From an optimization exercise on the open Yosys and OpenROAD flow, aimed at small area and a short achievable clock period; shortcuts taken in it are not production practice.
Where RTL was checked, it was by simulation tests only, not by an equivalence proof against the original.
Power and IR drop assume default switching activity.

## willow
// konya
module konya(DIN, Resetn, Clock, Run, Done, BusWires);
	input [15:0] DIN;
	input Resetn, Clock, Run;
	output Done;
	output [15:0] BusWires;
	reg [1:0] Tstep;
	reg L, b0;             
	reg [2:0] W, Y;        
	reg [7:0] rsel;        
	reg gsel, dseln;       
	reg Done;
	reg [15:0] R [0:7];
	reg [15:0] A, G;
	reg zf;                
	reg gnew;              
	wire t0 = (Tstep == 2'd0);
	wire t1 = (Tstep == 2'd1);
	wire t2 = (Tstep == 2'd2);
	wire [2:0] op = DIN[15:13];
	wire [2:0] x = DIN[12:10];
	wire [2:0] y = DIN[9:7];
	wire op_mv  = (op == 3'd0);
	wire op_add = (op == 3'd2) | (op == 3'd3);
	wire op_st  = (op == 3'd4) | (op == 3'd5);
	wire op_nz  = (op == 3'd6);
	wire op_long = op_add | (op == 3'd7);
	reg [15:0] Rs;
	integer i;
	always @(*) begin
		Rs = 16'd0;
		for (i = 0; i < 8; i = i + 1)
			Rs = Rs | ({16{rsel[i]}} & R[i]);
	end
	wire [15:0] RG = Rs | ({16{gsel}} & G);      
	assign BusWires = RG | ({16{~dseln}} & DIN);
	reg [1:0] Tn;
	reg [7:0] rsel_n;
	reg gsel_n, dsel_n, Done_n;
	always @(*) begin
		Tn = 2'd0; rsel_n = 8'd0; gsel_n = 1'b0; dsel_n = 1'b1; Done_n = 1'b0;
		case (Tstep)
			2'd0: if (Run) begin
				Tn = 2'd1;
				Done_n = ~op_long;
				if (op_add | op_st) begin
					rsel_n = 8'd1 << x; dsel_n = 1'b0;
				end else if (op_mv | (op_nz & zf_now)) begin
					rsel_n = 8'd1 << y; dsel_n = 1'b0;
				end
			end
			2'd1: if (L) begin
				Tn = 2'd2;
				rsel_n = 8'd1 << Y; dsel_n = 1'b0;
			end
			2'd2: begin
				Tn = 2'd3;
				gsel_n = b0; dsel_n = ~b0; Done_n = b0;
			end
			2'd3: ;
		endcase
	end
	always @(posedge Clock, negedge Resetn)
		if (!Resetn) begin
  ...
==> module konya, before the edit <==
module konya(DIN, Resetn, Clock, Run, Done, BusWires);
	input [15:0] DIN;
	input Resetn, Clock, Run;
	output Done;
	output [15:0] BusWires;
	reg [1:0] Tstep;
	reg L, b0;             
	reg [2:0] W, Y;        
	reg [7:0] rsel;        
	reg gsel, dseln;       
	reg Done;
	reg [15:0] R [0:7];
	reg [15:0] A, G;
	reg zf;                
	reg gnew;              
	wire t0 = (Tstep == 2'd0);
	wire t1 = (Tstep == 2'd1);
	wire t2 = (Tstep == 2'd2);
	wire [2:0] op = DIN[15:13];
	wire [2:0] x = DIN[12:10];
	wire [2:0] y = DIN[9:7];
	wire op_mv  = (op == 3'd0);
	wire op_add = (op == 3'd2) | (op == 3'd3);
	wire op_st  = (op == 3'd4) | (op == 3'd5);
	wire op_nz  = (op == 3'd6);
	wire op_long = op_add | (op == 3'd7);
	reg [15:0] Rs;
	integer i;
	always @(*) begin
		Rs = 16'd0;
		for (i = 0; i < 8; i = i + 1)
			Rs = Rs | ({16{rsel[i]}} & R[i]);
	end
	wire [15:0] RG = Rs | ({16{gsel}} & G);      
	assign BusWires = RG | ({16{~dseln}} & DIN);
	reg [1:0] Tn;
	reg [7:0] rsel_n;
	reg gsel_n, dsel_n, Done_n;
	always @(*) begin
		Tn = 2'd0; rsel_n = 8'd0; gsel_n = 1'b0; dsel_n = 1'b1; Done_n = 1'b0;
		case (Tstep)
			2'd0: if (Run) begin
				Tn = 2'd1;
				Done_n = ~op_long;
				if (op_add | op_st) begin
					rsel_n = 8'd1 << x; dsel_n = 1'b0;
				end else if (op_mv | (op_nz & zf_now)) begin
					rsel_n = 8'd1 << y; dsel_n = 1'b0;
				end
			end
			2'd1: if (L) begin
				Tn = 2'd2;
				rsel_n = 8'd1 << Y; dsel_n = 1'b0;
			end
			2'd2: begin
				Tn = 2'd3;
				gsel_n = b0; dsel_n = ~b0; Done_n = b0;
			end
			2'd3: ;
		endcase
	end
	always @(posedge Clock, negedge Resetn)
		if (!Resetn) begin
			Tstep <= 2'd0; rsel <= 8'd0; gsel <= 1'b0; dseln <= 1'b0; Done <= 1'b0;
		end else begin
			Tstep <= Tn; rsel <= rsel_n; gsel <= gsel_n; dseln <= ~dsel_n; Done <= Done_n;
		end
	wire [15:0] sum = A + RG;
	wire [15:0] gv = b0 ? sum : (A ^ RG);
	wire zf_now = gnew ? ~|G : zf;
	always @(posedge Clock) begin
		if (t0) begin
			L  <= op_long;
			b0 <= op_add;
			W  <= op_st ? y : x;
			Y  <= y;
		end
		if (Done)
			R[W] <= BusWires;
		if (t1 & L & b0)
			A <= RG;
		G <= gv;
		gnew <= t2;
		zf <= zf_now;
	end
endmodule
make LEC_CHECK=0 CAP_MARGIN=20 CORE_MARGIN=2 CORE_UTILIZATION=40 CTS_BUF_LIST=sky130_fd_sc_hd__clkbuf_8 CTS_CLUSTER_DIAMETER=80 CTS_CLUSTER_SIZE=30 SETUP_SLACK_MARGIN=2.8 SLEW_MARGIN=20 finish   # period 6.0 ns
run.sh (not shown) runs the stock make flow with config.mk's settings and CLKGATE_MAP_FILE= SYNTH_SCRIPT=/design/flow/synth_recipe.tcl, a recipe that flattens the netlist after the stock synthesis.
Inputs modified between willow and onyx:
--- a/flow/design.v
+++ b/flow/design.v
@@ -32,6 +32,5 @@
 			Rs = Rs | ({16{rsel[i]}} & R[i]);
 	end
-	wire [15:0] RG = Rs | ({16{gsel}} & G);      
-	assign BusWires = RG | ({16{~dseln}} & DIN);
+	assign BusWires = Rs | ({16{gsel}} & G) | ({16{~dseln}} & DIN);
 	reg [1:0] Tn;
 	reg [7:0] rsel_n;
@@ -66,6 +65,6 @@
 			Tstep <= Tn; rsel <= rsel_n; gsel <= gsel_n; dseln <= ~dsel_n; Done <= Done_n;
 		end
-	wire [15:0] sum = A + RG;
-	wire [15:0] gv = b0 ? sum : (A ^ RG);
+	wire [15:0] sum = A + BusWires;
+	wire [15:0] gv = b0 ? sum : (A ^ BusWires);
 	wire zf_now = gnew ? ~|G : zf;
 	always @(posedge Clock) begin
@@ -79,5 +78,5 @@
 			R[W] <= BusWires;
 		if (t1 & L & b0)
-			A <= RG;
+			A <= BusWires;
 		G <= gv;
 		gnew <= t2;
Findings:
willow closes out successfully: all stages finished, all timing, DRC and antenna checks passed. Looking at the reports, onyx completed the entire flow and the layout it produced met the timing, design-rule and antenna checks. On sequential standard cell area, onyx and willow are neck and neck. onyx vs willow, power consumption went up by 2.1%. Compared with willow, onyx shows share of the clock period used by the worst path after layout lower by 5.6 points. Compared with willow, in onyx multi-input combinational cell count moved down, net total in the final layout moved down. ~same power dissipated in sequential cells in onyx and willow. willow reports its standard cell with the maximum stage delay on the critical path as sky130_fd_sc_hd__dfrtp_4 while onyx reports sky130_fd_sc_hd__a221oi_2. Fill cell total of the finished layout for onyx: 57 down relative to willow. Delta (onyx minus willow): clock network power share has decreased, number of enable flip-flop cells after synthesis has remained practically unchanged, number of distinct library cells after synthesis has decreased. The non-clock buffer count of onyx is lower than that of willow. For the clock network power, onyx came in about 1% lower than willow did.
Function was not checked in any run of this note: the RTL went through the layout flow alone.

---

The RTL this note starts from:
==> flow/design.v <==
module konya(DIN, Resetn, Clock, Run, Done, BusWires);
	input [15:0] DIN;
	input Resetn, Clock, Run;
	output Done;
	output [15:0] BusWires;
	reg [1:0] Tstep;
	reg L, b0;             
	reg [2:0] W, Y;        
	reg dsel;              
	reg dn;                
	reg Done;
	reg [15:0] R [0:7];
	reg [15:0] A;
	reg [15:0] BR;         
	reg zf;                
	reg gnew;              
	wire t0 = (Tstep == 2'd0);
	wire t1 = (Tstep == 2'd1);
	wire t2 = (Tstep == 2'd2);
	wire [2:0] op = DIN[15:13];
	wire [2:0] x = DIN[12:10];
	wire [2:0] y = DIN[9:7];
	wire op_mvi = (op == 3'd1);
	wire op_add = (op == 3'd2) | (op == 3'd3);
	wire op_st  = (op == 3'd4) | (op == 3'd5);
	wire op_nz  = (op == 3'd6);
	wire op_long = op_add | (op == 3'd7);
	wire [15:0] nd, nb;
	konya_nand2 bus_d [15:0] (.a(DIN), .b({16{dsel}}), .y(nd));
	konya_nand2 bus_b [15:0] (.a(BR), .b({16{dn}}), .y(nb));
	konya_nand2 bus_o [15:0] (.a(nd), .b(nb), .y(BusWires));
	wire zf_now = gnew ? ~|BR : zf;
	reg [1:0] Tn;
	reg dsel_n, Done_n;
	always @(*) begin
		Tn = 2'd0; dsel_n = 1'b1; Done_n = 1'b0;
		case (Tstep)
			2'd0: if (Run) begin
				Tn = 2'd1;
				Done_n = ~op_long;
				dsel_n = op_mvi | (op == 3'd7) | (op_nz & ~zf_now);
			end
			2'd1: if (L) begin
				Tn = 2'd2;
				dsel_n = 1'b0;
			end
			2'd2: begin
				Tn = 2'd3;
				dsel_n = ~b0; Done_n = b0;
			end
			2'd3: ;
		endcase
	end
	always @(posedge Clock, negedge Resetn)
		if (!Resetn) begin
			Tstep <= 2'd0; dsel <= 1'b1; dn <= 1'b0; Done <= 1'b0;
		end else begin
			Tstep <= Tn; dsel <= dsel_n; dn <= ~dsel_n; Done <= Done_n;
		end
	wire [2:0] ridx = t0 ? ((op_add | op_st) ? x : y) : Y;
	wire [7:0] rsel = {8{~t2}} & (8'd1 << ridx);
	wire [16:0] c;
	assign c[0] = 1'b0;
	genvar k;
	generate for (k = 0; k < 16; k = k + 1) begin : add
		assign c[k+1] = (A[k] & BR[k]) | (c[k] & (A[k] ^ BR[k]));
	end endgenerate
	wire [15:0] gv = A ^ BR ^ (c[15:0] & {16{b0}});
	wire [15:0] BRn;
	konya_andor9 rd (.sel({t2, rsel}),
		.d({gv, R[7], R[6], R[5], R[4], R[3], R[2], R[1], R[0]}), .q(BRn));
	always @(posedge Clock) begin
		if (t0) begin
			L  <= op_long;
			b0 <= op_add;
			W  <= op_st ? y : x;
			Y  <= y;
		end
		if (Done)
			R[W] <= BusWires;
		if (t1 & L & b0)
			A <= BR;
		BR <= BRn;
		gnew <= t2;
		zf <= zf_now;
	end
endmodule
module konya_andor9(sel, d, q);
	input [8:0] sel;
	input [9*16-1:0] d;
	output [15:0] q;
	genvar b;
	generate for (b = 0; b < 16; b = b + 1) begin : bt
		wire [2:0] n;
		konya_aoi222 g0 (.s(sel[2:0]), .d({d[32+b], d[16+b], d[b]}), .y(n[0]));
		konya_aoi222 g1 (.s(sel[5:3]), .d({d[80+b], d[64+b], d[48+b]}), .y(n[1]));
		konya_aoi222 g2 (.s(sel[8:6]), .d({d[128+b], d[112+b], d[96+b]}), .y(n[2]));
		assign q[b] = ~&n;
	end endgenerate
endmodule
module konya_aoi222(s, d, y);
	input [2:0] s, d;
	output y;
	assign y = ~|(s & d);
endmodule
module konya_nand2(a, b, y);
	input a, b;
	output y;
	assign y = ~(a & b);
endmodule
==> flow/config.mk <==
export PLATFORM = sky130hd
export DESIGN_NAME = konya
export DESIGN_NICKNAME = konya
export VERILOG_FILES = /design/flow/design.v
export SDC_FILE = /design/flow/constraint.sdc
export NUM_CORES = 4
export LEC_CHECK = 0
export CAP_MARGIN = 20
export CORE_MARGIN = 2
export CORE_UTILIZATION = 40
export CTS_BUF_LIST = sky130_fd_sc_hd__clkbuf_8
export CTS_CLUSTER_DIAMETER = 80
export CTS_CLUSTER_SIZE = 30
export SETUP_SLACK_MARGIN = 3.22
export SLEW_MARGIN = 20
export SYNTH_HIERARCHICAL = 1
export SYNTH_MINIMUM_KEEP_SIZE = 0
==> flow/constraint.sdc <==
create_clock -name core_clock -period 6.0 [get_ports {Clock}]
set_input_delay 1.2000 -clock core_clock [delete_from_list [all_inputs] [get_ports {Clock}]]
set_output_delay 1.2000 -clock core_clock [all_outputs]
set_load 0.01 [all_outputs]
standard.sh (not shown) runs the stock make flow with config.mk's settings and CLKGATE_MAP_FILE= SYNTH_SCRIPT=/design/flow/synth_recipe.tcl, a recipe that flattens the netlist after the stock synthesis.
==> flow/flow/run.sh <==
#!/bin/bash
set -euo pipefail
bash standard.sh \
  "CTS_ARGS=-sink_clustering_enable -repair_clock_nets -dont_use_dummy_load -sink_clustering_size 30 -sink_clustering_max_diameter 80 -buf_list sky130_fd_sc_hd__clkbuf_8" \
  finish > standard.log 2>&1
==> next run, changes <==
--- a/flow/design.v
+++ b/flow/design.v
@@ -26,12 +26,14 @@
 	wire op_nz  = (op == 3'd6);
 	wire op_long = op_add | (op == 3'd7);
 	wire [15:0] nd, nb;
 	konya_nand2 bus_d [15:0] (.a(DIN), .b({16{dsel}}), .y(nd));
 	konya_nand2 bus_b [15:0] (.a(BR), .b({16{dn}}), .y(nb));
 	konya_nand2 bus_o [15:0] (.a(nd), .b(nb), .y(BusWires));
+	wire [15:0] wd;
+	konya_nand2 bus_w [15:0] (.a(nd), .b(nb), .y(wd));
 	wire zf_now = gnew ? ~|BR : zf;
 	reg [1:0] Tn;
 	reg dsel_n, Done_n;
 	always @(*) begin
 		Tn = 2'd0; dsel_n = 1'b1; Done_n = 1'b0;
 		case (Tstep)
@@ -74,13 +76,13 @@
 			L  <= op_long;
 			b0 <= op_add;
 			W  <= op_st ? y : x;
 			Y  <= y;
 		end
 		if (Done)
-			R[W] <= BusWires;
+			R[W] <= wd;
 		if (t1 & L & b0)
 			A <= BR;
 		BR <= BRn;
 		gnew <= t2;
 		zf <= zf_now;
 	end
After rerunning: The changed run finished clean. Utilization stays flat. Clock power is about the same. Synthesized cell count grows by 3.6%. Critical path depth is unchanged. Sequential share of layout area shrinks by 1.4 points. Final cell count grows by about 8%. Total power stays flat.
Only the layout flow was run in the second run of this note; the RTL was not checked for function there.

---

RTL: the design.v shown in full above, as it stands there.
make LEC_CHECK=0 CAP_MARGIN=20 CORE_MARGIN=2 CORE_UTILIZATION=40 CTS_BUF_LIST=sky130_fd_sc_hd__clkbuf_8 CTS_CLUSTER_DIAMETER=80 CTS_CLUSTER_SIZE=30 SETUP_SLACK_MARGIN=3.3 SLEW_MARGIN=20 SYNTH_HIERARCHICAL=1 SYNTH_MINIMUM_KEEP_SIZE=0 finish   # period 6.0 ns
run.sh (not shown) runs the stock make flow with config.mk's settings and CLKGATE_MAP_FILE= SYNTH_SCRIPT=/design/flow/synth_recipe.tcl, a recipe that flattens the netlist after the stock synthesis.
Stock flow here: none of the scripts above is used.
Next try:
--- a/flow/design.v
+++ b/flow/design.v
@@ -4,13 +4,12 @@
 	output Done;
 	output [15:0] BusWires;
 	reg [1:0] Tstep;
 	reg L, b0;             
 	reg [2:0] W, Y;        
 	reg dsel;              
-	reg dn;                
 	reg Done;
 	reg [15:0] R [0:7];
 	reg [15:0] A;
 	reg [15:0] BR;         
 	reg zf;                
 	reg gnew;              
@@ -22,16 +21,13 @@
 	wire [2:0] y = DIN[9:7];
 	wire op_mvi = (op == 3'd1);
 	wire op_add = (op == 3'd2) | (op == 3'd3);
 	wire op_st  = (op == 3'd4) | (op == 3'd5);
 	wire op_nz  = (op == 3'd6);
 	wire op_long = op_add | (op == 3'd7);
-	wire [15:0] nd, nb;
-	konya_nand2 bus_d [15:0] (.a(DIN), .b({16{dsel}}), .y(nd));
-	konya_nand2 bus_b [15:0] (.a(BR), .b({16{dn}}), .y(nb));
-	konya_nand2 bus_o [15:0] (.a(nd), .b(nb), .y(BusWires));
+	assign BusWires = dsel ? DIN : BR;
 	wire zf_now = gnew ? ~|BR : zf;
 	reg [1:0] Tn;
 	reg dsel_n, Done_n;
 	always @(*) begin
 		Tn = 2'd0; dsel_n = 1'b1; Done_n = 1'b0;
 		case (Tstep)
@@ -50,15 +46,15 @@
 			end
 			2'd3: ;
 		endcase
 	end
 	always @(posedge Clock, negedge Resetn)
 		if (!Resetn) begin
-			Tstep <= 2'd0; dsel <= 1'b1; dn <= 1'b0; Done <= 1'b0;
+			Tstep <= 2'd0; dsel <= 1'b1; Done <= 1'b0;
 		end else begin
-			Tstep <= Tn; dsel <= dsel_n; dn <= ~dsel_n; Done <= Done_n;
+			Tstep <= Tn; dsel <= dsel_n; Done <= Done_n;
 		end
 	wire [2:0] ridx = t0 ? ((op_add | op_st) ? x : y) : Y;
 	wire [7:0] rsel = {8{~t2}} & (8'd1 << ridx);
 	wire [16:0] c;
 	assign c[0] = 1'b0;
 	genvar k;
@@ -100,11 +96,6 @@
 endmodule
 module konya_aoi222(s, d, y);
 	input [2:0] s, d;
 	output y;
 	assign y = ~|(s & d);
 endmodule
-module konya_nand2(a, b, y);
-	input a, b;
-	output y;
-	assign y = ~(a & b);
-endmodule
What happened: Core utilization falls by 1.6 points; non-clock buffer count goes up by 17; worst hold slack stays flat; global-route usage climbs by 0.37 points; via count came out lower by 1.6%; setup slack degrades by 0.23 ns; clock-buffer cell count is unchanged; synthesized area came out higher by 0.55%; cell area came out lower by 0.72%; total power goes down by 4.1%; sequential share of layout area is about the same; combinational power hardly moves.
The RTL of the second run of this note was laid out without a check of its function.

separate check: timing with driven ports:
How much do the figures lean on ideal ports? The routed layouts below were timed once more, with nothing changed but the port constraints.
Step 1, drivers: a clkbuf_16 drives Clock and a buf_2 each remaining input, both assumed.
Step 2 adds t to the input delays and takes it off the output delays; t is the mean of the earliest and latest rising clock arrival at the registers after step 1. Input paths then give back, and output paths get back, about the clock's delay inside the block.
Slacks: no drivers / after step 1 / after step 2; pairs: no drivers / after step 1.
run	t, ns	setup slack, ns	worst hold slack (ns)	worst data-port slew with drivers (ns)	pins driven straight from the clock port
willow	0.498	2.396 / 2.358 / 2.578	0.507 / 0.507 / 0.507	0.04	1
onyx	0.497	2.730 / 2.692 / 2.273	0.494 / 0.494 / 0.494	0.06	1
the first run of note 2	0.478	3.207 / 3.177 / 2.809	0.461 / 0.461 / 0.461	0.05	1
the second run of note 2	0.471	3.184 / 3.145 / 2.774	0.456 / 0.456 / 0.456	0.06	1
the first run of note 3	0.481	3.219 / 3.186 / 2.848	0.472 / 0.472 / 0.472	0.06	1
the second run of note 3	0.482	2.985 / 2.968 / 2.679	0.472 / 0.472 / 0.472	0.06	1
After both steps setup and hold are still met in every run listed. For onyx, which loses most, drivers alone change the setup slack by -0.038 ns; drivers and shift together by -0.457 ns.
